Background: an optimization exercise with open tools, aiming at small area. Do not read the settings as production practice.
Where RTL was checked, it was by simulation tests only, not by an equivalence proof against the original.
Power is estimated from default activity; no workload was simulated.

==> module Delay, before the edit <==
module Delay #(
    parameter int W = 32
)(
    input  logic         clk_i,
    input  logic         reset_i,
    input  logic         strobe_i,
    output logic         strobe_o,
    input  logic [W-1:0] delay
);
    logic         busy;
    logic [W-1:0] cnt;
    always_ff @(posedge clk_i) begin
        if (reset_i)
            busy <= 1'b0;
        else if (!busy)
            busy <= strobe_i;
        else if (!(cnt < delay))
            busy <= 1'b0;
        if (busy & (cnt < delay))
            cnt <= cnt + 1'b1;
        else
            cnt <= '0;
    end
    assign strobe_o = (cnt == delay);
endmodule
export LEC_CHECK = 0
export CAP_MARGIN = 20
export CORE_MARGIN = 2
export CORE_UTILIZATION = 40
export CTS_BUF_LIST = sky130_fd_sc_hd__clkbuf_16
export CTS_CLUSTER_DIAMETER = 100
export CTS_CLUSTER_SIZE = 30
export SLEW_MARGIN = 20
create_clock -name core_clock -period 8.0 [get_ports {clk_i}]
standard.sh (not shown) runs the stock make flow with config.mk's settings and CLKGATE_MAP_FILE= SYNTH_SCRIPT=/design/flow/synth_recipe.tcl, a recipe that flattens the netlist after the stock synthesis.
==> flow/flow/run.sh <==
#!/bin/bash
set -euo pipefail
rm -rf scripts_own
cp -r "$FLOW_HOME/scripts" scripts_own
cp flow/abc_map.script scripts_own/abc_speed.script
export BUFFER_PORTS_ARGS="-buffer_cell sky130_fd_sc_hd__buf_1"
export CTS_ARGS="-sink_clustering_enable -repair_clock_nets -dont_use_dummy_load -sink_clustering_size 30 -sink_clustering_max_diameter 100 -buf_list sky130_fd_sc_hd__clkbuf_16"
bash standard.sh SCRIPTS_DIR="$PWD/scripts_own" finish > standard.log 2>&1
==> flow/flow/abc_map.script <==
strash
dch
amap
topo
stime -c
The starting point finished with timing, DRC and antenna clean.
==> next run, changes <==
--- a/flow/design.v
+++ b/flow/design.v
@@ -310,22 +310,24 @@
     output logic         strobe_o,
     input  logic [W-1:0] delay
 );
     logic         busy;
     logic [W-1:0] cnt;
     always_ff @(posedge clk_i) begin
-        if (reset_i)
+        if (reset_i) begin
             busy <= 1'b0;
-        else if (!busy)
+            cnt  <= '0;
+        end else if (!busy) begin
             busy <= strobe_i;
-        else if (!(cnt < delay))
+            cnt  <= '0;
+        end else if (cnt < delay) begin
+            cnt  <= cnt + 1'b1;
+        end else begin
             busy <= 1'b0;
-        if (busy & (cnt < delay))
-            cnt <= cnt + 1'b1;
-        else
-            cnt <= '0;
+            cnt  <= '0;
+        end
     end
     assign strobe_o = (cnt == delay);
 endmodule
 module Trigger (
     input  logic         clk,
     input  logic         reset,
Outcome: The new run produced a clean layout. Global-route usage came out lower by 0.16 points. Wire length barely changes. Fmax shrinks by 1.6%. Area after synthesis hardly moves. Sequential power hardly moves. Synthesized cell count came out higher by 0.77%. Core utilization falls by 0.53 points. Design area stays flat. Final cell count increases by 0.83%. Non-clock buffer count climbs by 4. Count of clock-buffer cells in the layout goes down by 3.
Only the layout flow was run in the second run of this note; the RTL was not checked for function there.

========
Another version of the RTL of EmbeddedReceiver (not shown whole).
For scale: about 2500 cells after synthesis, about 510 flip-flops.
// EmbeddedReceiver
module EmbeddedReceiver #(
        parameter int   board   = 2,
        parameter int Ki =     2,
        parameter int Kp =   500,
        parameter int K0 = 335544
    )(
        input  logic        clk_i,
        input  logic        reset_i,
        input  logic        data_i,
        output logic        error_o,
        output logic        trigger_o,
        output logic [63:0] pulse_id_o
    );
==> module CDR_10b_8b, before the edit <==
module CDR_10b_8b #(
    parameter int Ki =     2,
    parameter int Kp =   500,
    parameter int K0 = 335544
)(
    input  logic       clk,
    input  logic       reset,
    input  logic       serial_i,
    output logic       word_tick_o,
    output logic [7:0] data_o,
    output logic       comma_o,
    output logic       error_o
);
    logic [1:0] data_sync;
    always_ff @(posedge clk)
        data_sync <= {data_sync[0], serial_i};
    logic [23:1] phase;
    logic bit_clk_d, ff1, ff2, ff3, ff4;
    wire bit_clk = phase[23];
    wire rise    = bit_clk & ~bit_clk_d;
    wire fall    = ~bit_clk & bit_clk_d;
    wire late    = ff2 ^ ff4;
    wire early   = ff1 ^ ff4;
    always_ff @(posedge clk) begin
        if (reset) begin
            bit_clk_d <= 1'b0;
            ff1 <= 1'b0; ff2 <= 1'b0; ff3 <= 1'b0; ff4 <= 1'b0;
        end else begin
            bit_clk_d <= bit_clk;
            if (rise) begin
                ff1 <= data_sync[1];
                ff2 <= ff1;
                ff4 <= ff3;
            end
            if (fall)
                ff3 <= data_sync[1];
        end
    end
    logic [23:1] freq;
    wire s_e  = early;
    wire s_l  = ~early & late;
    wire early_nx = rise ? (data_sync[1] ^ ff3) : early;
    wire late_nx  = rise ? (ff1 ^ ff3) : late;
    wire n_e  = early_nx;
    wire n_l  = ~early_nx & late_nx;
    localparam logic [23:1] KIH = 23'd1;      
    localparam logic [23:1] KPH = 23'd250;    
    localparam logic [23:1] F0  = 23'd167772;  
    logic [23:1] delta;
    always_comb begin
        case ({s_e, s_l, n_e, n_l})
            4'b0001: delta = KPH;                         
            4'b0010: delta = 23'd0 - KPH;                 
            4'b0101: delta = KIH;                         
            4'b0100: delta = KIH - KPH;                   
            4'b0110: delta = KIH - KPH - KPH;             
            4'b1010: delta = 23'd0 - KIH;                 
            4'b1000: delta = KPH - KIH;                   
            4'b1001: delta = KPH + KPH - KIH;             
            default: delta = 23'd0;
        endcase
    end
    always_ff @(posedge clk) begin
        if (reset) begin
            phase <= '0;
            freq  <= F0;
        end else begin
            phase <= phase + freq;
            freq  <= freq + delta;
        end
    end
    logic tick_d, bit_d;
    always_ff @(posedge clk) begin
        tick_d <= rise;
        bit_d  <= ff2;
    end
    logic [9:0] shift_reg, result;
    logic [3:0] bit_cnt;
    always_ff @(posedge clk) begin
        if (reset) begin
            shift_reg <= '0;
            result    <= '0;
            bit_cnt   <= '0;
        end else if (tick_d) begin
            if ((bit_cnt == 4'd9) | (shift_reg == 10'h0f9) | (shift_reg == 10'h306)) begin
                bit_cnt <= '0;
                result  <= shift_reg;
            end else begin
                bit_cnt <= bit_cnt + 1'b1;
            end
            shift_reg <= {bit_d, shift_reg[9:1]};
        end
    end
    logic wt_d;
    always_ff @(posedge clk)
        wt_d <= (bit_cnt == 4'd0);
    assign word_tick_o = (bit_cnt == 4'd0) & ~wt_d;
    Decode_8b10b decoder (
        .io_din  (result),
        .io_comma(comma_o),
        .io_dout (data_o),
        .io_error(error_o)
    );
endmodule
==> module LongDivision, before the edit <==
module LongDivision (
    input  logic        clk,
    input  logic        rst,
    input  logic        start,
    input  logic [63:0] id,
    input  logic [7:0]  divider,
    output logic [7:0]  rem_o
);
    logic       busy, fin, all_ones;
    logic [5:0] idx;                 
    logic [8:0] acc;
    wire  [8:0] acc_sub = acc - {1'b0, divider};
    wire        acc_ge  = (acc >= {1'b0, divider});
    wire  [7:0] acc_red = acc_ge ? acc_sub[7:0] : acc[7:0];
    wire        id_bit  = id[idx];
    always_ff @(posedge clk) begin
        if (rst) begin
            busy <= 1'b0;
            fin  <= 1'b0;
        end else begin
            fin <= 1'b0;
            if (start) begin
                idx      <= 6'd62;
                busy     <= (divider != 8'd0);
                acc      <= {8'd0, id[63]};
                all_ones <= id[63];
            end else if (busy) begin
                idx <= idx - 1'b1;
                if (idx == 6'd63) begin
                    busy <= 1'b0;
                    fin  <= 1'b1;
                    acc  <= {1'b0, acc_red};
                end else begin
                    acc      <= {acc_red, id_bit};
                    all_ones <= all_ones & id_bit;
                end
            end
        end
    end
    wire [7:0] rem_inc = acc[7:0] + 8'd1;
    always_ff @(posedge clk) begin
        if (rst)
            rem_o <= 8'd0;
        else if (fin)
            rem_o <= (all_ones | (rem_inc == divider)) ? 8'd0 : rem_inc;
    end
endmodule
==> flow/config.mk <==
export PLATFORM = sky130hd
export DESIGN_NAME = EmbeddedReceiver
export DESIGN_NICKNAME = EmbeddedReceiver
export VERILOG_FILES = /design/flow/design.v
export SDC_FILE = /design/flow/constraint.sdc
export NUM_CORES = 4
export LEC_CHECK = 0
export CAP_MARGIN = 20
export CORE_MARGIN = 2
export CORE_UTILIZATION = 40
export CTS_BUF_LIST = sky130_fd_sc_hd__clkbuf_16
export CTS_CLUSTER_DIAMETER = 100
export CTS_CLUSTER_SIZE = 30
export SLEW_MARGIN = 20
==> flow/constraint.sdc <==
create_clock -name core_clock -period 8.0 [get_ports {clk_i}]
set_input_delay 1.6000 -clock core_clock [delete_from_list [all_inputs] [get_ports {clk_i}]]
set_output_delay 1.6000 -clock core_clock [all_outputs]
set_load 0.01 [all_outputs]
Scripts as last shown in full above: flow/flow/run.sh, flow/flow/abc_map.script
The starting point finished clean.
Change:
--- a/flow/design.v
+++ b/flow/design.v
@@ -79,17 +79,25 @@
             4'b1000: delta = KPH - KIH;                   
             4'b1001: delta = KPH + KPH - KIH;             
             default: delta = 23'd0;
         endcase
     end
+    function automatic logic [22:0] radd(input logic [22:0] a, input logic [22:0] b);
+        logic c;
+        c = 1'b0;
+        for (int i = 0; i < 23; i++) begin
+            radd[i] = a[i] ^ b[i] ^ c;
+            c = (a[i] & b[i]) | (c & (a[i] ^ b[i]));
+        end
+    endfunction
     always_ff @(posedge clk) begin
         if (reset) begin
             phase <= '0;
             freq  <= F0;
         end else begin
-            phase <= phase + freq;
-            freq  <= freq + delta;
+            phase <= radd(phase, freq);
+            freq  <= radd(freq, delta);
         end
     end
     logic tick_d, bit_d;
     always_ff @(posedge clk) begin
         tick_d <= rise;
@@ -217,12 +225,23 @@
     output logic [7:0]  rem_o
 );
     logic       busy, fin, all_ones;
     logic [5:0] idx;                 
     logic [8:0] acc;
-    wire  [8:0] acc_sub = acc - {1'b0, divider};
-    wire        acc_ge  = (acc >= {1'b0, divider});
+    logic [8:0] acc_sub;
+    logic       acc_ge;
+    always_comb begin
+        logic c;
+        c = 1'b1;
+        for (int i = 0; i < 9; i++) begin
+            logic b;
+            b = (i < 8) ? ~divider[i] : 1'b1;
+            acc_sub[i] = acc[i] ^ b ^ c;
+            c = (acc[i] & b) | (c & (acc[i] ^ b));
+        end
+        acc_ge = c;
+    end
     wire  [7:0] acc_red = acc_ge ? acc_sub[7:0] : acc[7:0];
     wire        id_bit  = id[idx];
     always_ff @(posedge clk) begin
         if (rst) begin
             busy <= 1'b0;
Effect: With this change the flow finished with setup timing left. Total power drops by 4.0%. Wire length came out lower by 6.6%. Clock skew is higher by 0.0064 ns. Global-route usage shrinks by 0.46 points. Die area decreases by 3.0%. Combinational power shrinks by 20%. Worst setup slack is worse by 1.7 ns.

-- separate check: timing with driven ports --
In the flow no input, the clock included, has a driving cell. The finished layouts below were timed again as built, in two steps.
Step 1: set_driving_cell puts a clkbuf_16 on clk_i and a buf_2 on each other input, an assumption about the parent block.
Step 2 also shifts input and output timing later by t, the mid clock arrival at the registers, as if the neighbouring blocks saw the same clock.
Three values: no drivers, after step 1, after step 2; two values: the first two.
| run | t (ns) | setup WS [ns] | worst setup path after step 2 | pins driven straight from the clock port |
|---|---|---|---|---|
| the first run of note 1 | 0.631 | 0.607 / 0.607 / 0.607 | register to register | 1 |
| the second run of note 1 | 0.614 | 0.489 / 0.489 / 0.489 | register to register | 1 |
| the first run of note 2 | 0.626 | 0.809 / 0.809 / 0.809 | register to register | 1 |
| the second run of note 2 | 0.600 | -0.892 / -0.892 / -0.892 | register to register | 1 |
